Background: an optimization exercise with open tools, aiming at small area, a short achievable clock period and few clock cycles. Do not read the settings as production practice.
Only simulation tests tie the RTL to the original design; equivalence was not proved.

## flow/design.v (module list and top-level ports; edited modules follow where they fit)
// module fa1: 4 lines
// module ha1: 4 lines
// module fft8_top: 506 lines
module fft8_top #(
parameter N= 8,
parameter WIDTH= 12,
parameter FRACTION = 8
)(
input  wire clk,
input  wire rst,
input  wire start,
input  wire load,
input  wire [$clog2(N)-1:0] load_addr,
input  wire signed [WIDTH-1:0] data_in_re,
input  wire signed [WIDTH-1:0] data_in_im,
input  wire [$clog2(N)-1:0] out_addr,
output reg  done,
output reg  signed [WIDTH-1:0] data_out_re,
output reg  signed [WIDTH-1:0] data_out_im
);
  // ...
==> flow/flow/run.sh <==
#!/bin/bash
# Standard layout (the standard.sh: standard synthesis, floorplan, place,
# CTS, route, finish), with the timing repair asked to leave 8.0 ns of setup
# slack at the design's clock period.  The constraints are unchanged.
set -euo pipefail
bash standard.sh SETUP_SLACK_MARGIN=8.0 finish > standard_flow.log 2>&1
==> flow/standard.sh <==
#!/bin/bash
# synth_recipe.tcl (not shown) runs the flow's synth.tcl, then flattens the netlist and writes it again
# the make line also repeats each setting of config.mk as NAME=value (left out here)
make -C /OpenROAD-flow-scripts/flow DESIGN_CONFIG=/design/flow/config.mk WORK_HOME=/design/flow/orfs CLKGATE_MAP_FILE= SYNTH_SCRIPT=/design/flow/synth_recipe.tcl "${@:-finish}"
==> flow/config.mk <==
export PLATFORM = sky130hd
export DESIGN_NAME = fft8_top
export DESIGN_NICKNAME = fft8_top
export VERILOG_FILES = /design/flow/design.v
export SDC_FILE = /design/flow/constraint.sdc
export NUM_CORES = 4
export LEC_CHECK = 0
export CAP_MARGIN = 20
export CORE_MARGIN = 2
export CORE_UTILIZATION = 40
export SLEW_MARGIN = 20
export SYNTH_HIERARCHICAL = 1
export SYNTH_MINIMUM_KEEP_SIZE = 0
==> flow/constraint.sdc <==
create_clock -name core_clock -period 15.0 [get_ports {clk}]
set_input_delay 3.0000 -clock core_clock [delete_from_list [all_inputs] [get_ports {clk}]]
set_output_delay 3.0000 -clock core_clock [all_outputs]
set_load 0.01 [all_outputs]
==> results by group, run 1 <==
Floorplanning
  • Die Wd: 234 microns
  • Ports: 59
  • Initial Util: 40.3%

Setup path
  • CP Capture Type: output pin
  • Family with the most delay on the worst path: buffers and inverters
  • Worst stage delay on the critical path: 0.24 ns
  • CP Max Fanout: 7
  • CP Depth: 10
  • R2R Setup Slk: 8.22 ns

Status
  • Status: finished clean

Logic synthesis
  • Adder-cell area share of the yosys netlist: 34.0%
  • Register area share after synthesis: 20.1%
  • Synth top area cells: fa_1, dfxtp_1, xnor2_1, and2_1, ha_1
  • Complex-gate fraction of the synthesized area: 9.29%
  • Synth unique cells: 60
  • Most common cell in the synthesized netlist: fa_1
  • Post-synthesis simple-gate area fraction: 14.4%
  • Mux contribution to synthesized area: 7.68%

Clock tree
  • Clk sinks: 211
  • Post-CTS Setup Inserts: 29

Cells and area
  • Signal inverters: 129
  • Most frequent cells in the layout: fa_1, xnor2_1, dfxtp_1
  • Clock buf count: 41
  • # diodes: 0
  • Comb_multi_in: 1679
  • Nonclk buf count: 139
  • Area grow syn2layout: 16.4%
  • Buffer share of cell area: 6.84%

Route
  • # DRC: 0
  • Initial DRC Count: 981
  • Avg WL per Cell: 22.1 microns
  • Top Layer Used: met5
  • Met3 Wirelength: 3450 microns

Hold path
  • Hold path startpoint: pend[0]$_DFF_P_

GRT
  • Number of global-route vias before repair: 16300

Timing
  • Max Freq: 137 MHz
  • RSZ-0062 raised after global routing: yes
Testbench counts, summed over its fixed seeds: cycles 5,760.
==> inputs of run 2 (changes only) <==
--- a/flow/config.mk
+++ b/flow/config.mk
@@ -5,6 +5,7 @@
 export SDC_FILE = /design/flow/constraint.sdc
 export NUM_CORES = 4
 export LEC_CHECK = 0
+export ABC_AREA = 1
 export CAP_MARGIN = 20
 export CORE_MARGIN = 2
 export CORE_UTILIZATION = 40
==> run 2 against run 1 <==
  * Via count grew 22%
  * First-iteration DRC count up 110%
  * Clock skew down 0.0016 ns
  * Sequential cell count stayed put
  * Die area up 1.8%
  * Global-route usage increased by 4.4 points
  * Wire length grew 26%
  * Area after synthesis increased by 1.8%
  * Sequential share of layout area down 0.079 points
  * Maximum frequency increased by 0.48%
  * Critical path depth decreased by 3
  * Count of clock-buffer cells in the layout is 2 lower
==> results by group, run 2 <==
Floorplanning
  • Ports: 59 (unchanged)
  • Std-Cell Rows: 84 (unchanged)
  • CORE AREA: 52900 sq um (was 52300 sq um)
  • Die Wd: 236 microns (was 234 microns)
  • Initial Util: 40.7% (was 40.3%)
  • Die Area: 55600 sq um (was 54600 sq um)
  • Die H: 236 microns (was 234 microns)

Timing
  • Max Slew Vio Count: 0 (unchanged)
  • RSZ-0062 raised after global routing: yes (unchanged)
  • Worst setup margin: 7.74 ns (was 7.71 ns)
  • Final hold slack: 0.480 ns (was 0.593 ns)
  • Max_slew headroom: 42.6% (was 29.0%)
  • Hold Fails Final Rpt: 0 (unchanged)
  • Max Freq: 138 MHz (was 137 MHz)
  • Tcrit/Tclk final: 48.4% (was 48.6%)
  • Final clock skew: 0.0234 ns (was 0.0250 ns)
  • Count of final setup violators: 0 (unchanged)
  • Worst-Margin Slew: 0.860 ns (was 1.06 ns)
  • Post-route minimum period: 7.26 ns (was 7.29 ns)
  • Post-route setup TNS: 0 ns (unchanged)

Logic synthesis
  • Post-synthesis register bit count: 211 (unchanged)
  • Commonest cells post-synth: nand2_1, inv_1, nor2_1, fa_1, dfxtp_1 (was fa_1, xnor2_1, dfxtp_1, and2_1, nand2_1)
  • Synth Instances: 2768 (was 2120)
  • Yosys top cell by area: fa_1 (unchanged)
  • Yosys warns: 8 (unchanged)
  • Ys async rst share: 1.42% (unchanged)
  • Synth top area cells: fa_1, dfxtp_1, nand2_1, inv_1, nor2_1 (was fa_1, dfxtp_1, xnor2_1, and2_1, ha_1)
  • Most common cell in the synthesized netlist: nand2_1 (was fa_1)
  • Avg Inst Size Synth: 7.77 sq um (was 9.96 sq um)
  • Mapped cell area: 21500 sq um (was 21100 sq um)
  • Synth unique cells: 38 (was 60)
  • Register area share after synthesis: 19.7% (was 20.1%)
  • Ys flop type: dfxtp_1 (unchanged)
  • Post-synth EDFFs: 0 (unchanged)
  • Post-synth top area share: 28.5% (was 29.0%)

Hold path
  • Hold crit path type: flip-flop to flip-flop (unchanged)

Route
  • Final wirelength: 80600 microns (was 63900 microns)
  • Via count: 19100 (was 15600)
  • Initial DRC Count: 2022 (was 981)
  • Pre-antenna DRT Iters: 6 (was 7)
  • Avg WL per Cell: 22.9 microns (was 22.1 microns)
  • DRT antenna net count: 0 (unchanged)
  • Vias/cell: 5.42 (was 5.39)
  • # DRC: 0 (unchanged)

Setup path
  • Crit-path cells: buf_16 -> nor2_4 -> nand2_8 -> o22ai_1 -> nor2_1 -> o211ai_1 -> buf_2 (was buf_12 -> buf_16 -> clkinvlp_4 -> buf_12 -> nor2_2 -> a311oi_2 -> a31oi_1 -> a21oi_1 -> nor2_1 -> buf_2)
  • Crit path arrival time: 4.26 ns (was 4.29 ns)
  • Crit path kind: input port to output pin (unchanged)
  • Crit Reg-Reg Endpoint: acc[8][4]$_DFF_P_ (was acc[14][9]$_DFF_P_)
  • R2R Setup Slk: 8.39 ns (was 8.22 ns)
  • Crit. Startpoint: out_addr[0] (was out_addr[1])
  • Worst R2R Start: pend[10]$_DFF_P_ (was acc[11][6]$_DFF_P_)
  • Worst stage delay on the critical path: 0.23 ns (was 0.24 ns)
  • CP Max Fanout: 24 (was 7)
  • Bufs and invs on worst path: 2 (was 5)
  • CP max-delay cell: o211ai_1 (was a311oi_2)
  • Reg2reg path depth: 22 (was 19)
  • CP startpoint kind: input port (unchanged)
  • Family with the most delay on the worst path: simple AND/OR/NAND/NOR gates (was buffers and inverters)
  • Critical Path Sink: data_out_im[8] (was data_out_re[2])
  • CP Depth: 7 (was 10)
  • CP Data Required Time: 12.00 ns (about the same)
  • CP Capture Type: output pin (unchanged)

Cells and area
  • # diodes: 0 (unchanged)
  • Flip-flop count of the largest register after layout: 192 (unchanged)
  • Most frequent cells in the layout: nand2_1, inv_1, nor2_1 (was fa_1, xnor2_1, dfxtp_1)
  • Layout cells sized above 1: 6.85% (was 13.9%)
  • Final net count: 3241 (was 2612)
  • Fin util: 46.7% (was 46.9%)
  • Commonest non-fill, non-tap cell in the layout: nand2_1 (was fa_1)
  • Area grow syn2layout: 14.7% (was 16.4%)
  • Registers with the most flip-flops: acc (192), pend (16) (unchanged)
  • Top reg by flops: acc (unchanged)

GRT
  • Grt ovf: 0 (unchanged)
  • Gr usage total: 28.4% (was 24.0%)
  • Number of global-route vias before repair: 19000 (was 16300)
  • First-pass GRT wire length: 119000 microns (was 98200 microns)
  • Largest net degree at the start of global routing: 83 (was 105)
  • Initial antenna violation count: 3 (unchanged)

Run
  • Max cap viols: 0 (unchanged)

Clock tree
  • Root Driver: clkbuf_16 (unchanged)
  • Clock-pin slew on the worst setup and hold paths: 0.06 ns (about the same)
  • Clk sinks: 211 (unchanged)
  • H-tree level count: 1 (unchanged)
  • Num CTS Buffers: 24 (was 27)
  • Clock Tree Buf Depth: 3 (unchanged)
  • CTS tree: yes (unchanged)
  • Worst-Skew Late Latency: 0.57 ns (was 0.56 ns)

Placed design
  • PortBufs: 58 (unchanged)
  • Final RePlAce weighted congestion: 0.979 (was 0.855)
  • Detailed placer's ending HPWL: 62200 microns (was 47600 microns)
  • Dpl ws: 6.06 ns (was 6.20 ns)

Status
  • Status: finished clean (unchanged)
run 2: worst min path at each step:
stage                                 start                end  slack [ns]  cells past startpoint
after floorplan               ph1$_DFF_PP0_     done$_DFF_PP0_        0.35                      0
after global placement    fresh$_DFFE_PP1P_  fresh$_DFFE_PP1P_        0.46                      2
after detailed placement  fresh$_DFFE_PP1P_  fresh$_DFFE_PP1P_        0.47                      2
after CTS                 fresh$_DFFE_PP1P_  fresh$_DFFE_PP1P_        0.48                      2
after global routing      fresh$_DFFE_PP1P_  fresh$_DFFE_PP1P_        0.51                      2
final                     fresh$_DFFE_PP1P_  fresh$_DFFE_PP1P_        0.48                      2
run 2: worst min-delay path, cell delays in order (launching register included):
cell and delay, ns:
dfstp_2 0.38, inv_1 0.04, o21ai_0 0.06
run 2: logic make-up after synthesis:
group	Yosys count	share of synthesized area, %
adder cells (fa/ha/maj)	391	33.4
AO/OA/AOI/OAI	360	9.72
AND/OR/NAND/NOR	1046	19.2
other	2	0.0349
flip-flops	211	19.7
XOR/XNOR	182	7.41
buffers and inverters	576	10.5
run 2: Yosys stat by module, one instance, submodules excluded:
| module | cells | area (sq um) | flops+latches | times used |
|---|---|---|---|---|
| fa1 | 1 | 20.0 | 0 | 296 |
| ha1 | 1 | 12.5 | 0 | 6 |
| fft8_top | 2466 | 15500 | 211 | 1 |
run 2: repair_timing:
item | CTS | global route
pin swaps | 21 | 16
cloned | 15 | 6
setup buffers | 23 | 5
gates resized for setup | 197 | 62
setup endpoints to repair | 108 | 58
hold buffers | 0 | 0
run 2: metrics by stage:
stage               cell area, sq um  cells
finish                         24700   3521
global route                   24700   3521
CTS                            24300   3510
detailed placement             22600   3429
global placement               22600   3429
floorplan                      21500   2776
run 2: area by class of cell:
class,instances,area (sq um)
fillers,5217,28200
multi-input cells,1998,15500
flip-flops and latches,211,4240
inverters,466,1820
repair buffers,112,1410
well taps,688,861
clock buffers,39,728
clock inverters,4,45.0
repair inverters,3,25.0
run 2: routing by layer:
layer  global-route usage (%)  vias to the layer above  share of wire (%)
met5                        0                        -              0.014
met3                     3.93                      256                8.4
met2                     45.5                      910                 45
met1                     38.6                     9280                 41
met4                     11.6                        2                5.4
li1                         -                     8632                  -
==> inputs of run 3 (changes only) <==
==> flow/flow/run.sh (replaced) <==
#!/bin/bash
# Standard layout (the standard.sh: standard synthesis, floorplan, place,
# CTS, route, finish), with the timing repair asked to leave 7.5 ns of setup
# slack at the design's clock period.  The constraints are unchanged.
set -euo pipefail
bash standard.sh SETUP_SLACK_MARGIN=7.5 finish > standard_flow.log 2>&1
--- a/flow/config.mk
+++ b/flow/config.mk
@@ -5,10 +5,11 @@
 export SDC_FILE = /design/flow/constraint.sdc
 export NUM_CORES = 4
 export LEC_CHECK = 0
-export ABC_AREA = 1
 export CAP_MARGIN = 20
 export CORE_MARGIN = 2
 export CORE_UTILIZATION = 40
+export CTS_BUF_LIST = sky130_fd_sc_hd__clkbuf_4 sky130_fd_sc_hd__clkbuf_8
+export CTS_CLUSTER_SIZE = 30
 export SLEW_MARGIN = 20
 export SYNTH_HIERARCHICAL = 1
 export SYNTH_MINIMUM_KEEP_SIZE = 0
==> run 3 against run 2 <==
  * Worst hold slack gained 0.12 ns
  * Clock skew increased by 0.0050 ns
  * Highest routed layer unchanged
  * Critical path depth rose by 1
  * Maximum frequency is 3.1% lower
  * Final cell count fell by 18%
==> results by group, run 3 <==
Status
  • Status: finished clean (unchanged)

Setup path
  • Reg2reg path depth: 21 (was 22)
  • R2R Setup Slk: 7.77 ns (was 8.39 ns)
  • Crit path kind: input port to output pin (unchanged)
  • CP startpoint kind: input port (unchanged)
  • Crit Reg-Reg Endpoint: acc[15][10]$_DFF_P_ (was acc[8][4]$_DFF_P_)
  • Crit path arrival time: 4.49 ns (was 4.26 ns)
  • Worst R2R Start: acc[11][0]$_DFF_P_ (was pend[10]$_DFF_P_)
  • CP Data Required Time: 12.00 ns (about the same)
  • CP Capture Type: output pin (unchanged)
  • CP Max Fanout: 4 (was 24)

Floorplanning
  • Ports: 59 (unchanged)
  • Std-Cell Rows: 84 (unchanged)
  • Die Area: 54600 sq um (was 55600 sq um)
  • Die Wd: 234 microns (was 236 microns)
  • Die H: 234 microns (was 236 microns)
  • Initial Util: 40.3% (was 40.7%)
  • CORE AREA: 52300 sq um (was 52900 sq um)

Hold path
  • WHS Endpoint: acc[5][6]$_DFF_P_ (was fresh$_DFFE_PP1P_)
  • Worst hold stages: 2 (unchanged)
  • Hold crit path type: flip-flop to flip-flop (unchanged)
  • Hold path startpoint: pend[5]$_DFF_P_ (was fresh$_DFFE_PP1P_)

Route
  • # DRC: 0 (unchanged)
  • DRT antenna net count: 0 (unchanged)
  • Via count: 15300 (was 19100)
  • Initial DRC Count: 1081 (was 2022)
  • Pre-antenna DRT Iters: 5 (was 6)
  • Avg WL per Cell: 21.5 microns (was 22.9 microns)
  • Final wirelength: 62300 microns (was 80600 microns)
  • Vias/cell: 5.29 (was 5.42)

GRT
  • First-pass GRT wire length: 97300 microns (was 119000 microns)
  • Met1 usage: 33.5% (was 38.6%)
  • Largest net degree at the start of global routing: 106 (was 83)
  • GR Util met2: 37.9% (was 45.5%)
  • Grt met3 use: 2.77% (was 3.93%)
  • Initial antenna violation count: 2 (was 3)
  • Gr usage total: 23.6% (was 28.4%)
  • Grt peak-use layer: met2 (unchanged)
  • Number of global-route vias before repair: 16500 (was 19000)
  • Grt ovf: 0 (unchanged)

Logic synthesis
  • Yosys warns: 8 (unchanged)
  • Avg Inst Size Synth: 9.96 sq um (was 7.77 sq um)
  • Ys async rst share: 1.42% (unchanged)
  • Commonest cells post-synth: fa_1, xnor2_1, dfxtp_1, and2_1, nand2_1 (was nand2_1, inv_1, nor2_1, fa_1, dfxtp_1)
  • Most common cell in the synthesized netlist: fa_1 (was nand2_1)
  • Post-synthesis register bit count: 211 (unchanged)
  • Synth Instances: 2120 (was 2768)
  • Synth unique cells: 60 (was 38)
  • Post-synth EDFFs: 0 (unchanged)
  • Mapped cell area: 21100 sq um (was 21500 sq um)
  • Ys flop type: dfxtp_1 (unchanged)
  • Yosys top cell by area: fa_1 (unchanged)
  • Register area share after synthesis: 20.1% (was 19.7%)
  • Post-synth top area share: 29.0% (was 28.5%)
  • Synth top area cells: fa_1, dfxtp_1, xnor2_1, and2_1, ha_1 (was fa_1, dfxtp_1, nand2_1, inv_1, nor2_1)

Clock tree
  • CTS tree: yes (unchanged)
  • H-tree level count: 2 (was 1)
  • Clk sinks: 211 (unchanged)
  • Clock Tree Buf Depth: 3 (unchanged)
  • Root Driver: clkbuf_8 (was clkbuf_16)
  • Num CTS Buffers: 42 (was 24)
  • Clock-pin slew on the worst setup and hold paths: 0.05 ns (was 0.06 ns)
  • Worst-Skew Late Latency: 0.58 ns (was 0.57 ns)

Timing
  • Count of final setup violators: 0 (unchanged)
  • Tcrit/Tclk final: 49.9% (was 48.4%)
  • Max_slew headroom: 30.9% (was 42.6%)
  • Max Freq: 134 MHz (was 138 MHz)
  • Worst-Margin Slew: 1.03 ns (was 0.860 ns)
  • Post-route minimum period: 7.49 ns (was 7.26 ns)
  • Worst setup margin: 7.51 ns (was 7.74 ns)
  • Max Slew Vio Count: 0 (unchanged)
  • Post-route setup TNS: 0 ns (unchanged)
  • Hold Fails Final Rpt: 0 (unchanged)
  • Final clock skew: 0.0284 ns (was 0.0234 ns)
  • RSZ-0062 raised after global routing: no (was yes)

Cells and area
  • Commonest non-fill, non-tap cell in the layout: fa_1 (was nand2_1)
  • # diodes: 0 (unchanged)
  • Registers with the most flip-flops: acc (192), pend (16) (unchanged)
  • Top reg by flops: acc (unchanged)
  • Layout cells sized above 1: 11.4% (was 6.85%)
  • Most frequent cells in the layout: fa_1, xnor2_1, dfxtp_1 (was nand2_1, inv_1, nor2_1)
  • Flip-flop count of the largest register after layout: 192 (unchanged)
  • Area grow syn2layout: 13.2% (was 14.7%)
  • Final net count: 2598 (was 3241)
  • Non-Filler Cell Area, Final: 23900 sq um (was 24700 sq um)
  • Fill count: 4947 (was 5217)

Placed design
  • Dpl ws: 6.45 ns (was 6.06 ns)
  • Post-placement cell area: 22300 sq um (was 22600 sq um)
  • PortBufs: 58 (unchanged)
  • Final RePlAce weighted congestion: 0.893 (was 0.979)
  • Detailed placer's ending HPWL: 47300 microns (was 62200 microns)

Run
  • Max cap viols: 0 (unchanged)
run 3: cell count changes in the layout (fill, tap and decap cells not counted), moves of 116 or more:
cell / change
nand2_1: -363
and2_1: +202
xnor2_1: +179
nor2_1: -259
inv_1: -332
xor2_1: -116
run 3: metrics by stage:
stage                     std cells  hold slack [ns]  utilization [%]
after floorplan                2128            0.352                -
after global placement         2790            0.586             42.7
after detailed placement       2790            0.584             42.7
after CTS                      2886            0.598             45.3
after global routing           2893            0.626             45.7
final                          2893            0.600             45.7
run 3: cell type report:
| cell class | count | area, sq um | area share [%] |
|---|---|---|---|
| flip-flops and latches | 211 | 4240 | 17.7 |
| repair buffers | 110 | 1260 | 5.29 |
| clock inverters | 10 | 55.1 | 0.230 |
| inverters | 129 | 499 | 2.09 |
| well taps | 688 | 861 | 3.60 |
| multi-input cells | 1679 | 16100 | 67.5 |
| clock buffers | 66 | 846 | 3.54 |
run 3: logic make-up after synthesis:
family / share of synthesized area [%]
simple gates: 14.4
fa+ha+maj: 34.0
compound gates: 9.29
xor+xnor: 10.1
buf+inv: 4.35
flops: 20.1
mux: 7.68
other cells: 0.0356
run 3: how the worst max path moves through the flow:
stage                start  depth (start not counted)             end  slack [ns]
2_1_floorplan  out_addr[0]                          4  data_out_re[1]        7.62
3_3_place_gp   out_addr[1]                          9  data_out_re[2]        6.44
3_5_place_dp   out_addr[1]                          9  data_out_re[2]        6.45
4_1_cts        out_addr[2]                          7  data_out_re[6]        7.26
5_1_grt        out_addr[2]                          8  data_out_im[1]        7.50
6_report       out_addr[2]                          8  data_out_im[1]        7.51
run 3: timing repair:
action	4_1_cts	5_1_grt
hold buffers	0	0
buffers inserted	11	6
cloned	9	1
endpoints found under the setup margin	48	36
pin swaps	2	7
gates resized for setup	60	31
run 3: Yosys stat by module (local to each module, per instance):
module	cells	copies in the design	cell area, sq um	flip-flops and latches
fft8_top	1818	1	15100	211
ha1	1	6	12.5	0
fa1	1	296	20.0	0
run 3: layer usage:
layer	vias to the layer above	share of wire, %	routed length (microns)
met5	-	0.032	20
met4	2	3.0	1890
met3	105	5.5	3410
met2	459	46	28500
met1	7700	46	28500
li1	7031	-	-
run 3: worst max-delay path, stage by stage:
cell and delay (ns):
buf_6 0.13, bufbuf_16 0.29, buf_4 0.12, nand2b_4 0.19
o22ai_2 0.10, a221oi_2 0.27, nor2_1 0.09, dlygate4sd2_1 0.29
==> inputs of run 4 (changes only) <==
--- a/flow/config.mk
+++ b/flow/config.mk
@@ -8,7 +8,7 @@
 export CAP_MARGIN = 20
 export CORE_MARGIN = 2
 export CORE_UTILIZATION = 40
-export CTS_BUF_LIST = sky130_fd_sc_hd__clkbuf_4 sky130_fd_sc_hd__clkbuf_8
+export CTS_CLUSTER_DIAMETER = 60
 export CTS_CLUSTER_SIZE = 30
 export SLEW_MARGIN = 20
 export SYNTH_HIERARCHICAL = 1
==> run 4 against run 3 <==
  * Worst hold slack gained 0.00058 ns
  * Final cell count decreased by 1.1%
  * Still clean on timing, DRC and antenna
  * Sequential cell count stayed put
  * Register-to-register slack about the same
==> results by group, run 4 <==
Logic synthesis
  • Most common cell in the synthesized netlist: fa_1 (unchanged)
  • Adder-cell area share of the yosys netlist: 34.0% (unchanged)
  • Post-synthesis register bit count: 211 (unchanged)
  • Synth top area cells: fa_1, dfxtp_1, xnor2_1, and2_1, ha_1 (unchanged)
  • Avg Inst Size Synth: 9.96 sq um (unchanged)
  • Ys async rst share: 1.42% (unchanged)
  • Post-synth EDFFs: 0 (unchanged)
  • Yosys top cell by area: fa_1 (unchanged)
  • Post-synthesis simple-gate area fraction: 14.4% (unchanged)
  • Synth unique cells: 60 (unchanged)
  • Register area share after synthesis: 20.1% (unchanged)
  • Mapped cell area: 21100 sq um (unchanged)
  • Post-synth top area share: 29.0% (unchanged)
  • Commonest cells post-synth: fa_1, xnor2_1, dfxtp_1, and2_1, nand2_1 (unchanged)
  • Synth Instances: 2120 (unchanged)
  • Complex-gate fraction of the synthesized area: 9.29% (unchanged)
  • Xor and xnor area share after synthesis: 10.1% (unchanged)
  • Yosys warns: 8 (unchanged)
  • Largest family of logic cells by synthesized area: adder cells (unchanged)
  • Ys flop type: dfxtp_1 (unchanged)
  • Mux contribution to synthesized area: 7.68% (unchanged)

Clock tree
  • CTS tree: yes (unchanged)
  • H-tree level count: 1 (was 2)
  • Num CTS Buffers: 27 (was 42)
  • Clock Tree Buf Depth: 3 (unchanged)
  • Worst-Skew Late Latency: 0.56 ns (was 0.58 ns)
  • Root Driver: clkbuf_16 (was clkbuf_8)
  • Hold bufs inserted after CTS: 0 (unchanged)
  • Clock-pin slew on the worst setup and hold paths: 0.06 ns (was 0.05 ns)
  • Clk sinks: 211 (unchanged)

Setup path
  • Crit path arrival time: 4.49 ns (about the same)
  • Crit path kind: input port to output pin (unchanged)
  • CP Max Fanout: 4 (unchanged)
  • CP startpoint kind: input port (unchanged)
  • CP Capture Type: output pin (unchanged)
  • CP Data Required Time: 12.00 ns (about the same)

Timing
  • Max Slew Vio Count: 0 (unchanged)
  • Tcrit/Tclk final: 50.0% (was 49.9%)
  • Post-route setup TNS: 0 ns (unchanged)
  • Worst-Margin Slew: 1.01 ns (was 1.03 ns)
  • Count of final setup violators: 0 (unchanged)
  • RSZ-0062 raised after global routing: no (unchanged)
  • Max_slew headroom: 32.2% (was 30.9%)
  • Final clock skew: 0.0177 ns (was 0.0284 ns)
  • Hold Fails Final Rpt: 0 (unchanged)
  • Max Freq: 133 MHz (was 134 MHz)
  • Post-route minimum period: 7.49 ns (about the same)

Cells and area
  • Top reg by flops: acc (unchanged)
  • Area grow syn2layout: 13.1% (was 13.2%)
  • Flip-flop count of the largest register after layout: 192 (unchanged)
  • Most frequent cells in the layout: fa_1, xnor2_1, dfxtp_1 (unchanged)
  • Commonest non-fill, non-tap cell in the layout: fa_1 (unchanged)
  • Layout cells sized above 1: 10.1% (was 11.4%)
  • Registers with the most flip-flops: acc (192), pend (16) (unchanged)
  • Final Instance Count excl. Fillers: 2862 (was 2893)
  • Final net count: 2579 (was 2598)

Placed design
  • Final RePlAce weighted congestion: 0.893 (unchanged)
  • PortBufs: 58 (unchanged)
  • Detailed placer's ending HPWL: 47300 microns (unchanged)
  • Total placed cells including tap cells: 2790 (unchanged)

Route
  • Vias/cell: 5.33 (was 5.29)
  • DRT antenna net count: 0 (unchanged)
  • Initial DRC Count: 1009 (was 1081)
  • Pre-antenna DRT Iters: 5 (unchanged)
  • Avg WL per Cell: 21.8 microns (was 21.5 microns)
  • # DRC: 0 (unchanged)
  • Final wirelength: 62300 microns (about the same)
  • Via count: 15300 (about the same)

GRT
  • Initial antenna violation count: 2 (unchanged)
  • Largest net degree at the start of global routing: 106 (unchanged)
  • First-pass GRT wire length: 97100 microns (was 97300 microns)
  • Number of global-route vias before repair: 16300 (was 16500)
  • Grt ovf: 0 (unchanged)
  • Gr usage total: 23.5% (was 23.6%)

Floorplanning
  • Die Area: 54600 sq um (unchanged)
  • Die Wd: 234 microns (unchanged)
  • Die H: 234 microns (unchanged)
  • Std-Cell Rows: 84 (unchanged)
  • Initial Util: 40.3% (unchanged)
  • CORE AREA: 52300 sq um (unchanged)
  • Ports: 59 (unchanged)

Hold path
  • Hold crit path type: flip-flop to flip-flop (unchanged)

Run
  • Max cap viols: 0 (unchanged)

Status
  • Status: finished clean (unchanged)
-- run 4: layer usage --
metal,GRT usage (%),wire [microns],vias to the layer above
li1,-,-,6995
met1,33.5,28700,7753
met2,38.5,28700,427
met3,2.43,3200,88
met4,5.93,1670,0
met5,0,0,-
-- run 4: worst max-delay path: stages --
cell and delay, ns:
buf_6 0.13, bufbuf_16 0.28, buf_4 0.12, nand2b_4 0.19
o22ai_2 0.10, a221oi_2 0.27, nor2_1 0.10, dlygate4sd2_1 0.30
-- run 4: layout make-up --
class,instances,area (sq um)
Clock buffer,30,707
Inverter,129,499
Antenna cell,1,2.50
Clock inverter,18,188
Tap cell,688,861
Fill cell,4933,28400
Multi-Input combinational cell,1679,16100
Timing Repair Buffer,106,1250
Sequential cell,211,4240
-- run 4: cells by family (layout without fill, tap and decap cells) --
kind of cell | after synthesis | count (layout)
buffers and inverters | 238 | 283
multiplexers | 116 | 116
AND/OR/NAND/NOR | 607 | 607
AO/OA/AOI/OAI | 312 | 312
XOR/XNOR | 243 | 243
adder cells (fa/ha/maj) | 391 | 391
flip-flops | 211 | 211
other | 2 | 11
-- run 4: per-module statistics from Yosys (local to each module, per instance) --
module | cells | cell area, sq um
fa1 | 1 | 20.0
fft8_top | 1818 | 15100
ha1 | 1 | 12.5
-- run 4: final timing paths --
check / from / end / slack, ns / cells past startpoint
max: out_addr[2] / data_out_im[1] / 7.51 / 8
min reg2reg: pend[5]$_DFF_P_ / acc[5][6]$_DFF_P_ / 0.60 / 2
max in group asynchronous: rst / fresh$_DFFE_PP1P_ / 12.06 / 2
min in group asynchronous: rst / done$_DFF_PP0_ / 2.69 / 2
min: pend[5]$_DFF_P_ / acc[5][6]$_DFF_P_ / 0.60 / 2
max reg2reg: acc[10][0]$_DFF_P_ / acc[14][10]$_DFF_P_ / 7.77 / 22
-- run 4: metrics by stage --
| step | hold slack, ns | area (sq um) | setup slack, ns | util (%) |
|---|---|---|---|---|
| 3_5_place_dp | 0.584 | 22300 | 6.45 | 42.7 |
| 6_report | 0.601 | 23900 | 7.51 | 45.6 |
| 4_1_cts | 0.598 | 23800 | 7.26 | 45.4 |
| 2_1_floorplan | 0.352 | 21100 | 7.62 | - |
| 3_3_place_gp | 0.586 | 22300 | 6.44 | 42.7 |
| 5_1_grt | 0.632 | 23900 | 7.51 | 45.6 |
-- run 4: repair_timing --
action                                  CTS  global route
endpoints found under the setup margin   51            37
pin swaps                                 2             7
gates resized for setup                  60            33
buffers inserted                         11             1
gates cloned                             10             1
endpoints found under the hold margin     0             0
==> inputs of run 5 (changes only) <==
--- a/flow/config.mk
+++ b/flow/config.mk
@@ -5,11 +5,10 @@
 export SDC_FILE = /design/flow/constraint.sdc
 export NUM_CORES = 4
 export LEC_CHECK = 0
+export ABC_AREA = 1
 export CAP_MARGIN = 20
 export CORE_MARGIN = 2
 export CORE_UTILIZATION = 40
-export CTS_CLUSTER_DIAMETER = 60
-export CTS_CLUSTER_SIZE = 30
 export SLEW_MARGIN = 20
 export SYNTH_HIERARCHICAL = 1
 export SYNTH_MINIMUM_KEEP_SIZE = 0
==> run 5 against run 4 <==
  * Clock skew is 0.0076 ns higher
  * Still clean on timing, DRC and antenna
  * Sequential share of layout area up 0.13 points
  * Critical path depth did not move
  * Non-clock buffer count fell by 20
  * Largest cell class unchanged
  * Global-route usage is 4.0 points higher
  * Final area shrank 0.69%
  * Worst hold slack worse by 0.12 ns
  * Highest routed layer is now met5
  * Final cell count grew 22%
  * Synthesized cell count rose by 31%
  * Count of clock-buffer cells in the layout increased by 9
  * Critical path type unchanged
  * Utilization down 0.76 points
==> results by group, run 5 <==
Setup path
  • Reg2reg path depth: 22 (unchanged)
  • Crit path arrival time: 4.47 ns (was 4.49 ns)
  • CP Max Fanout: 24 (was 4)
  • CP Data Required Time: 12.00 ns (about the same)
  • CP Capture Type: output pin (unchanged)
  • Worst R2R Start: acc[10][3]$_DFF_P_ (was acc[10][0]$_DFF_P_)
  • CP startpoint kind: input port (unchanged)
  • R2R Setup Slk: 8.00 ns (was 7.77 ns)
  • Crit Reg-Reg Endpoint: acc[11][4]$_DFF_P_ (was acc[14][10]$_DFF_P_)
  • Crit path kind: input port to output pin (unchanged)

Route
  • Vias/cell: 5.33 (about the same)
  • Avg WL per Cell: 21.9 microns (was 21.8 microns)
  • Pre-antenna DRT Iters: 6 (was 5)
  • Via count: 18600 (was 15300)
  • DRT antenna net count: 0 (unchanged)
  • Final wirelength: 76600 microns (was 62300 microns)
  • Initial DRC Count: 1810 (was 1009)
  • # DRC: 0 (unchanged)

Logic synthesis
  • Post-synthesis register bit count: 211 (unchanged)
  • Post-synth top area share: 28.5% (was 29.0%)
  • Register area share after synthesis: 19.7% (was 20.1%)
  • Ys flop type: dfxtp_1 (unchanged)
  • Commonest cells post-synth: nand2_1, inv_1, nor2_1, fa_1, dfxtp_1 (was fa_1, xnor2_1, dfxtp_1, and2_1, nand2_1)
  • Yosys top cell by area: fa_1 (unchanged)
  • Avg Inst Size Synth: 7.77 sq um (was 9.96 sq um)
  • Yosys warns: 8 (unchanged)
  • Ys async rst share: 1.42% (unchanged)
  • Post-synth EDFFs: 0 (unchanged)
  • Most common cell in the synthesized netlist: nand2_1 (was fa_1)
  • Synth top area cells: fa_1, dfxtp_1, nand2_1, inv_1, nor2_1 (was fa_1, dfxtp_1, xnor2_1, and2_1, ha_1)
  • Mapped cell area: 21500 sq um (was 21100 sq um)
  • Synth Instances: 2768 (was 2120)
  • Synth unique cells: 38 (was 60)

GRT
  • Grt ovf: 0 (unchanged)
  • Gr usage total: 27.5% (was 23.5%)
  • Number of global-route vias before repair: 18700 (was 16300)
  • Initial antenna violation count: 2 (unchanged)
  • Largest net degree at the start of global routing: 90 (was 106)
  • First-pass GRT wire length: 116000 microns (was 97100 microns)

Floorplanning
  • Initial Util: 40.7% (was 40.3%)
  • Die Wd: 236 microns (was 234 microns)
  • Std-Cell Rows: 84 (unchanged)
  • CORE AREA: 52900 sq um (was 52300 sq um)
  • Ports: 59 (unchanged)
  • Die H: 236 microns (was 234 microns)
  • Die Area: 55600 sq um (was 54600 sq um)

Cells and area
  • Fin util: 44.9% (was 45.6%)
  • Layout cells sized above 1: 3.61% (was 10.1%)
  • Fill count: 5347 (was 4933)
  • # diodes: 0 (was 1)
  • Final net count: 3209 (was 2579)
  • Flip-flop count of the largest register after layout: 192 (unchanged)
  • Registers with the most flip-flops: acc (192), pend (16) (unchanged)
  • Area grow syn2layout: 10.3% (was 13.1%)
  • Non-Filler Cell Area, Final: 23700 sq um (was 23900 sq um)
  • Top reg by flops: acc (unchanged)
  • Most frequent cells in the layout: nand2_1, inv_1, nor2_1 (was fa_1, xnor2_1, dfxtp_1)
  • Commonest non-fill, non-tap cell in the layout: nand2_1 (was fa_1)

Placed design
  • Detailed placer's ending HPWL: 62200 microns (was 47300 microns)
  • PortBufs: 58 (unchanged)
  • Post-placement cell area: 22600 sq um (was 22300 sq um)
  • Final RePlAce weighted congestion: 0.979 (was 0.893)

Timing
  • RSZ-0062 raised after global routing: yes (was no)
  • Max Slew Vio Count: 0 (unchanged)
  • Post-route setup TNS: 0 ns (unchanged)
  • Hold Fails Final Rpt: 0 (unchanged)
  • Worst-Margin Slew: 0.896 ns (was 1.01 ns)
  • Max_slew headroom: 40.1% (was 32.2%)
  • Tcrit/Tclk final: 49.8% (was 50.0%)
  • Post-route minimum period: 7.47 ns (was 7.49 ns)
  • Final clock skew: 0.0253 ns (was 0.0177 ns)
  • Max Freq: 134 MHz (was 133 MHz)
  • Count of final setup violators: 0 (unchanged)

Hold path
  • Hold path startpoint: fresh$_DFFE_PP1P_ (was pend[5]$_DFF_P_)
  • Hold crit path type: flip-flop to flip-flop (unchanged)
  • Worst hold stages: 2 (unchanged)
  • WHS Endpoint: fresh$_DFFE_PP1P_ (was acc[5][6]$_DFF_P_)

Clock tree
  • Clock-pin slew on the worst setup and hold paths: 0.06 ns (about the same)
  • Clk sinks: 211 (unchanged)
  • CTS tree: yes (unchanged)
  • Num CTS Buffers: 24 (was 27)
  • Hold bufs inserted after CTS: 0 (unchanged)
  • Root Driver: clkbuf_16 (unchanged)
  • Worst-Skew Late Latency: 0.56 ns (about the same)
  • Clock Tree Buf Depth: 3 (unchanged)
  • H-tree level count: 1 (unchanged)

Run
  • Max cap viols: 0 (unchanged)

Status
  • Status: finished clean (unchanged)
==> run 5: cell types whose count changed after synthesis, sizes merged, moves of 120 or more <==
cell | before | now
nand2 | 183 | 550
inv | 127 | 466
xor2 | 29 | 149
and2 | 203 | 0
nor2 | 108 | 365
xnor2 | 214 | 33
==> run 5: modules after synthesis (local to each module, per instance) <==
module,cells,times used,flip-flops and latches
fa1,1,296,0
fft8_top,2466,1,211
ha1,1,6,0
==> run 5: kinds of logic (layout without fill, tap and decap cells) <==
kind of cell | count (synthesis) | after routing | share of synthesized area, %
AND/OR/NAND/NOR | 1046 | 1050 | 19.2
buffers and inverters | 576 | 597 | 10.5
adder cells (fa/ha/maj) | 391 | 391 | 33.4
AO/OA/AOI/OAI | 360 | 360 | 9.72
flip-flops | 211 | 211 | 19.7
XOR/XNOR | 182 | 182 | 7.41
other | 2 | 10 | 0.0349
==> run 5: worst max-delay path, stage by stage <==
cell,delay [ns]
buf_6,0.18
inv_2,0.12
nand3_1,0.14
buf_12,0.21
o22ai_1,0.10
a21oi_1,0.13
o211ai_1,0.22
dlygate4sd2_1,0.36
==> run 5: worst max-delay path by stage <==
stage | to | cells after the start | slack (ns) | start
after CTS | data_out_im[8] | 8 | 7.49 | out_addr[0]
after global routing | acc[13][5]$_DFF_P_ | 14 | 7.47 | load
after floorplan | data_out_im[0] | 6 | 8.17 | out_addr[2]
after global placement | data_out_im[8] | 7 | 6.11 | out_addr[2]
final | data_out_im[8] | 8 | 7.53 | out_addr[0]
after detailed placement | data_out_im[8] | 7 | 6.06 | out_addr[2]
==> run 5: repair_timing <==
| item | 4_1_cts | 5_1_grt |
|---|---|---|
| endpoints found under the setup margin | 63 | 24 |
| gates resized for setup | 79 | 15 |
| buffers inserted | 7 | 3 |
| pin swaps | 2 | 0 |
| cloned | 5 | 2 |
==> run 5: routing by layer <==
metal | wire [microns] | track usage, % | vias up
li1 | - | - | 8545
met1 | 32400 | 38.2 | 9057
met2 | 35100 | 44.2 | 843
met3 | 6030 | 3.62 | 162
met4 | 2960 | 9.77 | 2
met5 | 13 | 0 | -
==> run 5: stage by stage <==
step / instances / hold slack [ns] / setup slack (ns)
finish: 3489 / 0.476 / 7.53
detailed placement: 3429 / 0.475 / 6.06
CTS: 3484 / 0.477 / 7.49
global route: 3489 / 0.507 / 7.47
global placement: 3429 / 0.457 / 6.11
floorplan: 2776 / 0.352 / 8.17
==> run 5: final cells by class <==
| type | count | area (sq um) | area share, % |
|---|---|---|---|
| Multi-Input combinational cell | 1993 | 15200 | 64.0 |
| Sequential cell | 211 | 4240 | 17.9 |
| Inverter | 466 | 1790 | 7.54 |
| Tap cell | 688 | 861 | 3.63 |
| Timing Repair Buffer | 86 | 850 | 3.58 |
| Clock buffer | 39 | 728 | 3.07 |
| Clock inverter | 4 | 45.0 | 0.190 |
| Timing Repair inverter | 2 | 16.3 | 0.0686 |
==> inputs of run 6 (changes only) <==
==> flow/config.mk (replaced) <==
export PLATFORM = sky130hd
export DESIGN_NAME = fft8_top
export DESIGN_NICKNAME = fft8_top
export VERILOG_FILES = /design/flow/design.v
export SDC_FILE = /design/flow/constraint.sdc
export NUM_CORES = 4
export LEC_CHECK = 0
export CAP_MARGIN = 10
export CORE_MARGIN = 2
export CORE_UTILIZATION = 55
export SLEW_MARGIN = 10
export SYNTH_HIERARCHICAL = 1
export SYNTH_MINIMUM_KEEP_SIZE = 0
==> run 6 against run 5 <==
  * Non-clock buffer count grew 21
  * Die area down 28%
  * Setup slack lost 0.16 ns
  * Clock skew is 0.0045 ns lower
  * Critical path depth down 1
  * Final area decreased by 1.0%
==> results by group, run 6 <==
Clock tree
  • Clk sinks: 211 (unchanged)
  • Clock Tree Buf Depth: 3 (unchanged)
  • Clock-pin slew on the worst setup and hold paths: 0.06 ns (about the same)
  • Hold bufs inserted after CTS: 0 (unchanged)
  • H-tree level count: 1 (unchanged)
  • CTS tree: yes (unchanged)
  • Worst-Skew Late Latency: 0.56 ns (about the same)
  • Num CTS Buffers: 27 (was 24)
  • Root Driver: clkbuf_16 (unchanged)

Route
  • Vias/cell: 5.71 (was 5.33)
  • DRT antenna net count: 0 (unchanged)
  • Pre-antenna DRT Iters: 6 (unchanged)
  • Initial DRC Count: 1278 (was 1810)
  • Avg WL per Cell: 22.6 microns (was 21.9 microns)
  • Final wirelength: 60700 microns (was 76600 microns)
  • # DRC: 0 (unchanged)
  • Via count: 15300 (was 18600)

Setup path
  • Crit-path cells: buf_6 -> bufbuf_16 -> mux2_2 -> a221oi_2 -> a31oi_1 -> o22a_1 -> dlygate4sd2_1 (was buf_6 -> inv_2 -> nand3_1 -> buf_12 -> o22ai_1 -> a21oi_1 -> o211ai_1 -> dlygate4sd2_1)
  • Bufs and invs on worst path: 3 (was 4)
  • CP Data Required Time: 12.00 ns (about the same)
  • Crit path arrival time: 4.63 ns (was 4.47 ns)
  • Family with the most delay on the worst path: buffers and inverters (unchanged)
  • CP Capture Type: output pin (unchanged)
  • Crit path kind: input port to output pin (unchanged)
  • CP startpoint kind: input port (unchanged)
  • CP max-delay cell: mux2_2 (was dlygate4sd2_1)
  • Worst stage delay on the critical path: 0.34 ns (was 0.36 ns)
  • CP Max Fanout: 8 (was 24)

Timing
  • Max Slew Vio Count: 0 (unchanged)
  • RSZ-0062 raised after global routing: yes (unchanged)
  • Max_slew headroom: 34.5% (was 40.1%)
  • Tcrit/Tclk final: 50.9% (was 49.8%)
  • Worst-Margin Slew: 0.977 ns (was 0.896 ns)
  • Worst setup margin: 7.37 ns (was 7.53 ns)
  • Max Freq: 131 MHz (was 134 MHz)
  • Final hold slack: 0.593 ns (was 0.476 ns)
  • Post-route setup TNS: 0 ns (unchanged)
  • Count of final setup violators: 0 (unchanged)
  • Final clock skew: 0.0208 ns (was 0.0253 ns)
  • Hold Fails Final Rpt: 0 (unchanged)
  • Post-route minimum period: 7.63 ns (was 7.47 ns)

Cells and area
  • Layout cells sized above 1: 9.12% (was 3.61%)
  • Commonest non-fill, non-tap cell in the layout: fa_1 (was nand2_1)
  • Final Instance Count excl. Fillers: 2682 (was 3489)
  • Non-Filler Cell Area, Final: 23500 sq um (was 23700 sq um)
  • # diodes: 0 (unchanged)
  • Area grow syn2layout: 11.2% (was 10.3%)
  • Registers with the most flip-flops: acc (192), pend (16) (unchanged)
  • Fin util: 62.2% (was 44.9%)
  • Top reg by flops: acc (unchanged)
  • Final net count: 2580 (was 3209)
  • Flip-flop count of the largest register after layout: 192 (unchanged)
  • Most frequent cells in the layout: fa_1, xnor2_1, dfxtp_1 (was nand2_1, inv_1, nor2_1)

Logic synthesis
  • Complex-gate fraction of the synthesized area: 9.29% (was 9.72%)
  • Ys async rst share: 1.42% (unchanged)
  • Post-synthesis simple-gate area fraction: 14.4% (was 19.2%)
  • Mux contribution to synthesized area: 7.68% (was 0%)
  • Xor and xnor area share after synthesis: 10.1% (was 7.41%)
  • Avg Inst Size Synth: 9.96 sq um (was 7.77 sq um)
  • Yosys warns: 8 (unchanged)
  • Synth Instances: 2120 (was 2768)
  • Synth unique cells: 60 (was 38)
  • Synth top area cells: fa_1, dfxtp_1, xnor2_1, and2_1, ha_1 (was fa_1, dfxtp_1, nand2_1, inv_1, nor2_1)
  • Register area share after synthesis: 20.1% (was 19.7%)
  • Commonest cells post-synth: fa_1, xnor2_1, dfxtp_1, and2_1, nand2_1 (was nand2_1, inv_1, nor2_1, fa_1, dfxtp_1)
  • Adder-cell area share of the yosys netlist: 34.0% (was 33.4%)
  • Yosys top cell by area: fa_1 (unchanged)
  • Ys flop type: dfxtp_1 (unchanged)
  • Most common cell in the synthesized netlist: fa_1 (was nand2_1)
  • Post-synthesis register bit count: 211 (unchanged)
  • Largest family of logic cells by synthesized area: adder cells (unchanged)
  • Post-synth EDFFs: 0 (unchanged)
  • Mapped cell area: 21100 sq um (was 21500 sq um)
  • Post-synth top area share: 29.0% (was 28.5%)

Hold path
  • Hold crit path type: flip-flop to flip-flop (unchanged)

GRT
  • Initial antenna violation count: 4 (was 2)
  • Largest net degree at the start of global routing: 105 (was 90)
  • First-pass GRT wire length: 94200 microns (was 116000 microns)
  • Grt ovf: 0 (unchanged)
  • Gr usage total: 31.9% (was 27.5%)
  • Number of global-route vias before repair: 15800 (was 18700)

Floorplanning
  • Initial Util: 55.9% (was 40.7%)
  • Die Area: 40000 sq um (was 55600 sq um)
  • Ports: 59 (unchanged)
  • Die H: 200 microns (was 236 microns)
  • Die Wd: 200 microns (was 236 microns)
  • Std-Cell Rows: 71 (was 84)
  • CORE AREA: 37800 sq um (was 52900 sq um)

Placed design
  • PortBufs: 58 (unchanged)
  • Dpl ws: 6.54 ns (was 6.06 ns)
  • Final RePlAce weighted congestion: 0.946 (was 0.979)
  • Post-placement cell area: 22100 sq um (was 22600 sq um)
  • Total placed cells including tap cells: 2618 (was 3429)
  • Detailed placer's ending HPWL: 46600 microns (was 62200 microns)

Status
  • Status: finished clean (unchanged)

Run
  • Max cap viols: 0 (unchanged)
## run 6: modules after synthesis (local to each module, per instance)
| module | cells inside | area (sq um) |
|---|---|---|
| fft8_top | 1818 | 15100 |
| ha1 | 1 | 12.5 |
| fa1 | 1 | 20.0 |
## run 6: worst reg2reg max path: cells and delay by family, from the launching register on
kind                     cells  cell delay (ns)
flip-flops                   1             0.52
multiplexers                 1             0.25
AND/OR/NAND/NOR              4             0.61
AO/OA/AOI/OAI                4             1.22
XOR/XNOR                     2             0.56
adder cells (fa/ha/maj)      8             3.62
buffers and inverters        4             0.35
## run 6: kinds of logic (layout without fill, tap and decap cells)
group	count (synthesis)	in the layout
flip-flops	211	211
buffers and inverters	238	281
XOR/XNOR	243	243
AND/OR/NAND/NOR	607	607
adder cells (fa/ha/maj)	391	391
AO/OA/AOI/OAI	312	312
other	2	10
multiplexers	116	116
## run 6: path summary, 6_finish.rpt
path	startpoint	end	slack (ns)	cells past startpoint
max	out_addr[2]	data_out_re[6]	7.37	7
min	pend[0]$_DFF_P_	acc[0][6]$_DFF_P_	0.59	2
max reg2reg	acc[10][0]$_DFF_P_	acc[14][6]$_DFF_P_	7.81	23
min reg2reg	pend[0]$_DFF_P_	acc[0][6]$_DFF_P_	0.59	2
max in group asynchronous	rst	fresh$_DFFE_PP1P_	12.11	2
min in group asynchronous	rst	ph1$_DFF_PP0_	2.65	2
## run 6: final cells by class
class / count / area [sq um]
fillers: 3241 / 14300
well taps: 511 / 639
multi-input cells: 1679 / 16100
flip-flops and latches: 211 / 4240
repair buffers: 107 / 1230
inverters: 129 / 497
clock buffers: 38 / 757
clock inverters: 7 / 65.1
## run 6: routing by layer
metal / track usage, % / routed length, microns / up-vias
li1: - / - / 6999
met5: 0 / 23 / -
met1: 47.6 / 28200 / 7704
met3: 3.46 / 3830 / 92
met2: 49.8 / 27000 / 510
met4: 7.96 / 1670 / 4
## run 6: what timing repair did
item                                    in CTS  in global routing
pin swaps                                    2                  1
endpoints found under the setup margin      47                 32
setup buffers                                6                  3
endpoints found under the hold margin        0                  0
cloned                                       9                  1
resized for setup                           46                 22
==> inputs of run 7 (changes only) <==
==> flow/config.mk (replaced) <==
export PLATFORM = sky130hd
export DESIGN_NAME = fft8_top
export DESIGN_NICKNAME = fft8_top
export VERILOG_FILES = /design/flow/design.v
export SDC_FILE = /design/flow/constraint.sdc
export NUM_CORES = 4
export LEC_CHECK = 0
export CAP_MARGIN = 20
export CORE_MARGIN = 2
export CORE_UTILIZATION = 40
export SLEW_MARGIN = 20
export SYNTH_HIERARCHICAL = 1
export SYNTH_MINIMUM_KEEP_SIZE = 0
==> run 7 against run 6 <==
  * Synthesized cell count unchanged
  * Maximum frequency grew 1.8%
  * Clock skew fell by 0.0015 ns
  * Setup slack better by 0.13 ns
  * Sequential share of layout area fell by 0.32 points
  * Die area increased by 37%
  * Count of clock-buffer cells in the layout rose by 3
  * Non-clock buffer count down 1
  * Global-route usage shrank 8.3 points
  * Critical path type unchanged
  * Critical endpoint is now data_out_im[1]
==> results by group, run 7 <==
Status
  • Status: finished clean (unchanged)

Setup path
  • Crit path arrival time: 4.50 ns (was 4.63 ns)
  • Bufs and invs on worst path: 4 (was 3)
  • CP Capture Type: output pin (unchanged)
  • CP Data Required Time: 12.00 ns (about the same)
  • Crit path kind: input port to output pin (unchanged)
  • CP Max Fanout: 4 (was 8)
  • Crit-path cells: buf_6 -> bufbuf_16 -> buf_4 -> nand2b_4 -> o22ai_2 -> a221oi_2 -> nor2_1 -> dlygate4sd2_1 (was buf_6 -> bufbuf_16 -> mux2_2 -> a221oi_2 -> a31oi_1 -> o22a_1 -> dlygate4sd2_1)
  • Family with the most delay on the worst path: buffers and inverters (unchanged)
  • Worst stage delay on the critical path: 0.30 ns (was 0.34 ns)
  • CP max-delay cell: dlygate4sd2_1 (was mux2_2)
  • CP startpoint kind: input port (unchanged)

Placed design
  • Final RePlAce weighted congestion: 0.893 (was 0.946)
  • Detailed placer's ending HPWL: 47300 microns (was 46600 microns)
  • PortBufs: 58 (unchanged)
  • Dpl ws: 6.45 ns (was 6.54 ns)

Hold path
  • Hold crit path type: flip-flop to flip-flop (unchanged)

Cells and area
  • Final net count: 2579 (was 2580)
  • Registers with the most flip-flops: acc (192), pend (16) (unchanged)
  • Commonest non-fill, non-tap cell in the layout: fa_1 (unchanged)
  • Area grow syn2layout: 13.2% (was 11.2%)
  • Fill count: 4925 (was 3241)
  • Layout cells sized above 1: 9.89% (was 9.12%)
  • Top reg by flops: acc (unchanged)
  • # diodes: 0 (unchanged)
  • Most frequent cells in the layout: fa_1, xnor2_1, dfxtp_1 (unchanged)
  • Flip-flop count of the largest register after layout: 192 (unchanged)

Floorplanning
  • Die Area: 54600 sq um (was 40000 sq um)
  • Die H: 234 microns (was 200 microns)
  • Std-Cell Rows: 84 (was 71)
  • Ports: 59 (unchanged)
  • Die Wd: 234 microns (was 200 microns)
  • Initial Util: 40.3% (was 55.9%)
  • CORE AREA: 52300 sq um (was 37800 sq um)

Timing
  • Worst setup margin: 7.50 ns (was 7.37 ns)
  • Worst-Margin Slew: 0.990 ns (was 0.977 ns)
  • Post-route setup TNS: 0 ns (unchanged)
  • Max_slew headroom: 33.7% (was 34.5%)
  • Max Freq: 133 MHz (was 131 MHz)
  • Post-route minimum period: 7.50 ns (was 7.63 ns)
  • Tcrit/Tclk final: 50.0% (was 50.9%)
  • Final clock skew: 0.0193 ns (was 0.0208 ns)
  • Final hold slack: 0.599 ns (was 0.593 ns)
  • Max Slew Vio Count: 0 (unchanged)
  • Count of final setup violators: 0 (unchanged)
  • RSZ-0062 raised after global routing: no (was yes)
  • Hold Fails Final Rpt: 0 (unchanged)

Logic synthesis
  • Ys async rst share: 1.42% (unchanged)
  • Ys flop type: dfxtp_1 (unchanged)
  • Mapped cell area: 21100 sq um (unchanged)
  • Synth Instances: 2120 (unchanged)
  • Post-synth top area share: 29.0% (unchanged)
  • Most common cell in the synthesized netlist: fa_1 (unchanged)
  • Register area share after synthesis: 20.1% (unchanged)
  • Post-synth EDFFs: 0 (unchanged)
  • Synth top area cells: fa_1, dfxtp_1, xnor2_1, and2_1, ha_1 (unchanged)
  • Yosys top cell by area: fa_1 (unchanged)
  • Yosys warns: 8 (unchanged)
  • Synth unique cells: 60 (unchanged)
  • Post-synthesis register bit count: 211 (unchanged)
  • Commonest cells post-synth: fa_1, xnor2_1, dfxtp_1, and2_1, nand2_1 (unchanged)
  • Avg Inst Size Synth: 9.96 sq um (unchanged)

GRT
  • Gr usage total: 23.6% (was 31.9%)
  • Grt ovf: 0 (unchanged)
  • First-pass GRT wire length: 97200 microns (was 94200 microns)
  • Initial antenna violation count: 2 (was 4)
  • Number of global-route vias before repair: 16300 (was 15800)
  • Largest net degree at the start of global routing: 106 (was 105)

Route
  • Met3 Wirelength: 3110 microns (was 3830 microns)
  • DRT antenna net count: 0 (unchanged)
  • Avg WL per Cell: 21.7 microns (was 22.6 microns)
  • # DRC: 0 (unchanged)
  • Initial DRC Count: 978 (was 1278)
  • Final wirelength: 62200 microns (was 60700 microns)
  • Via count: 15200 (was 15300)
  • M1 WL: 28500 microns (was 28200 microns)
  • Met2 wire length: 28900 microns (was 27000 microns)
  • Vias/cell: 5.31 (was 5.71)
  • Pre-antenna DRT Iters: 7 (was 6)
  • Top Layer Used: met4 (was met5)

Clock tree
  • Root Driver: clkbuf_16 (unchanged)
  • Num CTS Buffers: 27 (unchanged)
  • Clock Tree Buf Depth: 3 (unchanged)
  • Clk sinks: 211 (unchanged)
  • Worst-Skew Late Latency: 0.56 ns (about the same)
  • Hold bufs inserted after CTS: 0 (unchanged)
  • Clock-pin slew on the worst setup and hold paths: 0.06 ns (about the same)
  • CTS tree: yes (unchanged)
  • H-tree level count: 1 (unchanged)

Run
  • Max cap viols: 0 (unchanged)
## run 7: metal layers
| metal | up-vias | GRT usage, % |
|---|---|---|
| li1 | 6984 | - |
| met1 | 7683 | 33.5 |
| met2 | 434 | 38.4 |
| met3 | 87 | 2.20 |
| met4 | 0 | 6.69 |
| met5 | - | 0 |
## run 7: path summary, 6_finish.rpt
check / startpoint / endpoint / slack, ns / cells after the start
worst max-delay path: out_addr[2] / data_out_im[1] / 7.50 / 8
worst min-delay path: pend[5]$_DFF_P_ / acc[5][6]$_DFF_P_ / 0.60 / 2
worst max register to register: acc[10][0]$_DFF_P_ / acc[14][10]$_DFF_P_ / 7.75 / 22
worst min register to register: pend[5]$_DFF_P_ / acc[5][6]$_DFF_P_ / 0.60 / 2
max in group asynchronous: rst / fresh$_DFFE_PP1P_ / 12.07 / 2
min in group asynchronous: rst / done$_DFF_PP0_ / 2.66 / 2
## run 7: layout make-up
| cell class | count | area, sq um | share of cell area [%] |
|---|---|---|---|
| sequential | 211 | 4240 | 17.7 |
| tap | 688 | 861 | 3.60 |
| inverter | 129 | 499 | 2.09 |
| clock inverter | 8 | 93.8 | 0.393 |
| multi-input combinational | 1679 | 16100 | 67.5 |
| timing repair buffer | 106 | 1250 | 5.25 |
| clock buffer | 41 | 818 | 3.42 |
## run 7: Yosys stat by module (local to each module, per instance)
module / flip-flops and latches / cells / area [sq um]
ha1: 0 / 1 / 12.5
fa1: 0 / 1 / 20.0
fft8_top: 211 / 1818 / 15100
## run 7: what timing repair did
item	CTS	global route
pin swaps	2	7
resized for setup	60	32
gates cloned	10	1
setup buffers	11	1
endpoints found under the setup margin	52	44
## run 7: worst min-delay path, cell delays in order (launching register included)
cell	delay, ns
dfxtp_1	0.30
and2_1	0.12
fa_1	0.15
## run 7: logic make-up (layout without fill, tap and decap cells)
family                   after synthesis  count (layout)  share of synthesized area [%]
AND/OR/NAND/NOR                      607             607                           14.4
other                                  2              10                         0.0356
multiplexers                         116             116                           7.68
AO/OA/AOI/OAI                        312             312                           9.29
flip-flops                           211             211                           20.1
buffers and inverters                238             284                           4.35
XOR/XNOR                             243             243                           10.1
adder cells (fa/ha/maj)              391             391                           34.0
## run 7: stage by stage
stage / instances / instance area, sq um / util [%]
after detailed placement: 2790 / 22300 / 42.7
after floorplan: 2128 / 21100 / -
after global routing: 2862 / 23900 / 45.7
final: 2862 / 23900 / 45.7
after global placement: 2790 / 22300 / 42.7
after CTS: 2860 / 23800 / 45.4
==> inputs of run 8 (changes only) <==
==> flow/flow/run.sh (replaced) <==
#!/bin/bash
# Standard layout (the standard.sh: standard synthesis, floorplan, place,
# CTS, route, finish), with the timing repair asked to leave 7.75 ns of setup
# slack at the design's clock period.  The constraints are unchanged.
set -euo pipefail
bash standard.sh SETUP_SLACK_MARGIN=7.75 finish > standard_flow.log 2>&1
==> run 8 against run 7 <==
  * Synthesized cell count is the same
  * Highest routed layer unchanged
  * First-iteration DRC count rose by 10%
  * Die area unchanged
  * Area after synthesis is the same
  * Register-to-register slack improved by 0.18 ns
  * Setup slack improved by 0.24 ns
  * Final area up 1.0%
  * Via count grew 1.6%
  * Utilization is 0.46 points higher
==> results by group, run 8 <==
Floorplanning
  • Die Wd: 234 microns (unchanged)
  • Initial Util: 40.3% (unchanged)
  • Std-Cell Rows: 84 (unchanged)
  • Die Area: 54600 sq um (unchanged)
  • CORE AREA: 52300 sq um (unchanged)
  • Ports: 59 (unchanged)
  • Die H: 234 microns (unchanged)

Logic synthesis
  • Mux contribution to synthesized area: 7.68% (unchanged)
  • Complex-gate fraction of the synthesized area: 9.29% (unchanged)
  • Yosys warns: 8 (unchanged)
  • Post-synth EDFFs: 0 (unchanged)
  • Commonest cells post-synth: fa_1, xnor2_1, dfxtp_1, and2_1, nand2_1 (unchanged)
  • Register area share after synthesis: 20.1% (unchanged)
  • Post-synth top area share: 29.0% (unchanged)
  • Synth top area cells: fa_1, dfxtp_1, xnor2_1, and2_1, ha_1 (unchanged)
  • Ys async rst share: 1.42% (unchanged)
  • Post-synthesis register bit count: 211 (unchanged)
  • Ys flop type: dfxtp_1 (unchanged)
  • Yosys top cell by area: fa_1 (unchanged)
  • Largest family of logic cells by synthesized area: adder cells (unchanged)
  • Post-synthesis simple-gate area fraction: 14.4% (unchanged)

Cells and area
  • Layout cells sized above 1: 11.8% (was 9.89%)
  • Final net count: 2585 (was 2579)
  • Area grow syn2layout: 14.3% (was 13.2%)
  • Fin util: 46.1% (was 45.7%)
  • Flip-flop count of the largest register after layout: 192 (unchanged)
  • Most frequent cells in the layout: fa_1, xnor2_1, dfxtp_1 (unchanged)
  • Area of the multi-input gates: 16300 sq um (was 16100 sq um)
  • Top reg by flops: acc (unchanged)
  • Commonest non-fill, non-tap cell in the layout: fa_1 (unchanged)

Clock tree
  • Num CTS Buffers: 27 (unchanged)
  • Clock Tree Buf Depth: 3 (unchanged)
  • H-tree level count: 1 (unchanged)
  • Worst-Skew Late Latency: 0.56 ns (about the same)
  • CTS tree: yes (unchanged)
  • Clock-pin slew on the worst setup and hold paths: 0.07 ns (was 0.06 ns)

Route
  • Avg WL per Cell: 21.6 microns (was 21.7 microns)
  • Initial DRC Count: 1076 (was 978)
  • Final wirelength: 62100 microns (was 62200 microns)
  • # DRC: 0 (unchanged)
  • Via count: 15400 (was 15200)
  • Vias/cell: 5.38 (was 5.31)
  • Pre-antenna DRT Iters: 4 (was 7)

Status
  • Status: finished clean (unchanged)

Timing
  • Max_slew headroom: 22.7% (was 33.7%)
  • Final hold slack: 0.433 ns (was 0.599 ns)
  • RSZ-0062 raised after global routing: yes (was no)
  • Hold Fails Final Rpt: 0 (unchanged)
  • Tcrit/Tclk final: 48.3% (was 50.0%)
  • Final clock skew: 0.0232 ns (was 0.0193 ns)
  • Post-route setup TNS: 0 ns (unchanged)
  • Count of final setup violators: 0 (unchanged)
  • Worst setup margin: 7.75 ns (was 7.50 ns)

Placed design
  • Detailed placer's ending HPWL: 47100 microns (was 47300 microns)
  • PortBufs: 58 (unchanged)
  • Final RePlAce weighted congestion: 0.928 (was 0.893)
  • Dpl ws: 6.35 ns (was 6.45 ns)

Hold path
  • Hold crit path type: flip-flop to flip-flop (unchanged)

GRT
  • Number of global-route vias before repair: 16200 (was 16300)
  • Initial antenna violation count: 1 (was 2)
  • Met1 usage: 33.3% (was 33.5%)
  • GR Util met2: 38.2% (was 38.4%)
  • Grt peak-use layer: met2 (unchanged)

Setup path
  • CP Max Fanout: 5 (was 4)

Run
  • Max cap viols: 0 (unchanged)
==> run 8: final cells by class <==
type                    count  area share (%)
clock buffers              35            3.09
clock inverters            14           0.575
inverters                 129            2.12
multi-input cells        1679            67.4
flip-flops and latches    211            17.6
well taps                 688            3.56
repair buffers            112            5.72
==> run 8: worst max-delay path, stage by stage <==
cell	delay [ns]
buf_16	0.13
buf_16	0.15
mux2_4	0.30
a221oi_2	0.21
a31oi_1	0.06
o22a_1	0.22
buf_2	0.16
==> run 8: cell families (layout without fill, tap and decap cells) <==
| family | after synthesis | count (layout) |
|---|---|---|
| fa+ha+maj | 391 | 391 |
| flops | 211 | 211 |
| mux | 116 | 116 |
| compound gates | 312 | 312 |
| simple gates | 607 | 607 |
| buf+inv | 238 | 290 |
| other cells | 2 | 10 |
| xor+xnor | 243 | 243 |
==> run 8: routing by layer <==
layer,vias to the layer above,share of wire (%)
li1,7022,-
met1,7922,46
met2,402,47
met3,81,4.5
met4,0,2.2
met5,-,0
==> run 8: final timing paths <==
check	startpoint	end	slack [ns]	cells past startpoint
worst min register to register	ph1$_DFF_PP0_	done$_DFF_PP0_	0.43	0
min in group asynchronous	rst	done$_DFF_PP0_	2.64	2
worst min-delay path	ph1$_DFF_PP0_	done$_DFF_PP0_	0.43	0
worst max-delay path	out_addr[2]	data_out_re[6]	7.75	7
max in group asynchronous	rst	fresh$_DFFE_PP1P_	12.10	2
worst max register to register	acc[10][1]$_DFF_P_	acc[14][10]$_DFF_P_	7.93	19
==> run 8: timing repair <==
| action | 4_1_cts | 5_1_grt |
|---|---|---|
| pin swaps | 11 | 12 |
| gates cloned | 13 | 2 |
| hold buffers | 0 | 0 |
| endpoints found under the setup margin | 84 | 57 |
| buffers inserted | 12 | 5 |
| gates resized for setup | 154 | 48 |
==> run 8: Yosys stat by module (local to each module, per instance) <==
module	cell area [sq um]	flip-flops and latches	cells	times used
fft8_top	15100	211	1818	1
ha1	12.5	0	1	6
fa1	20.0	0	1	296
==> run 8: through the flow <==
| step | area (sq um) | std cells |
|---|---|---|
| after detailed placement | 22300 | 2787 |
| final | 24100 | 2868 |
| after floorplan | 21200 | 2128 |
| after global routing | 24100 | 2868 |
| after global placement | 22300 | 2787 |
| after CTS | 23900 | 2861 |

-- separate check: timing with driven ports --
How much do the figures lean on ideal ports? The routed layouts below were timed once more, with nothing changed but the port constraints.
Step 1 sets driving cells, clkbuf_16 on the clock port and buf_2 on the other inputs (assumed; they add their load-dependent delay and slew).
Step 2 also shifts input and output timing later by t, the mid clock arrival at the registers, as if the neighbouring blocks saw the same clock.
Three values: ideal ports, drivers, drivers and shift; two values: the first two.
| run | t (ns) | setup WS [ns] | pins driven straight from the clock port |
|---|---|---|---|
| run 1 | 0.603 | 7.709 / 7.573 / 7.526 | 1 |
| run 2 | 0.605 | 7.743 / 7.664 / 7.490 | 1 |
| run 3 | 0.615 | 7.512 / 7.476 / 7.104 | 1 |
| run 4 | 0.611 | 7.506 / 7.469 / 7.076 | 1 |
| run 5 | 0.597 | 7.530 / 7.488 / 7.049 | 1 |
| run 6 | 0.601 | 7.370 / 7.332 / 7.060 | 1 |
| run 7 | 0.607 | 7.505 / 7.468 / 7.082 | 1 |
| run 8 | 0.605 | 7.750 / 7.622 / 7.349 | 1 |
After both steps setup and hold are still met in every run listed. The setup slack of run 5, which loses most, moves by -0.042 ns with the drivers and by -0.481 ns with both steps.
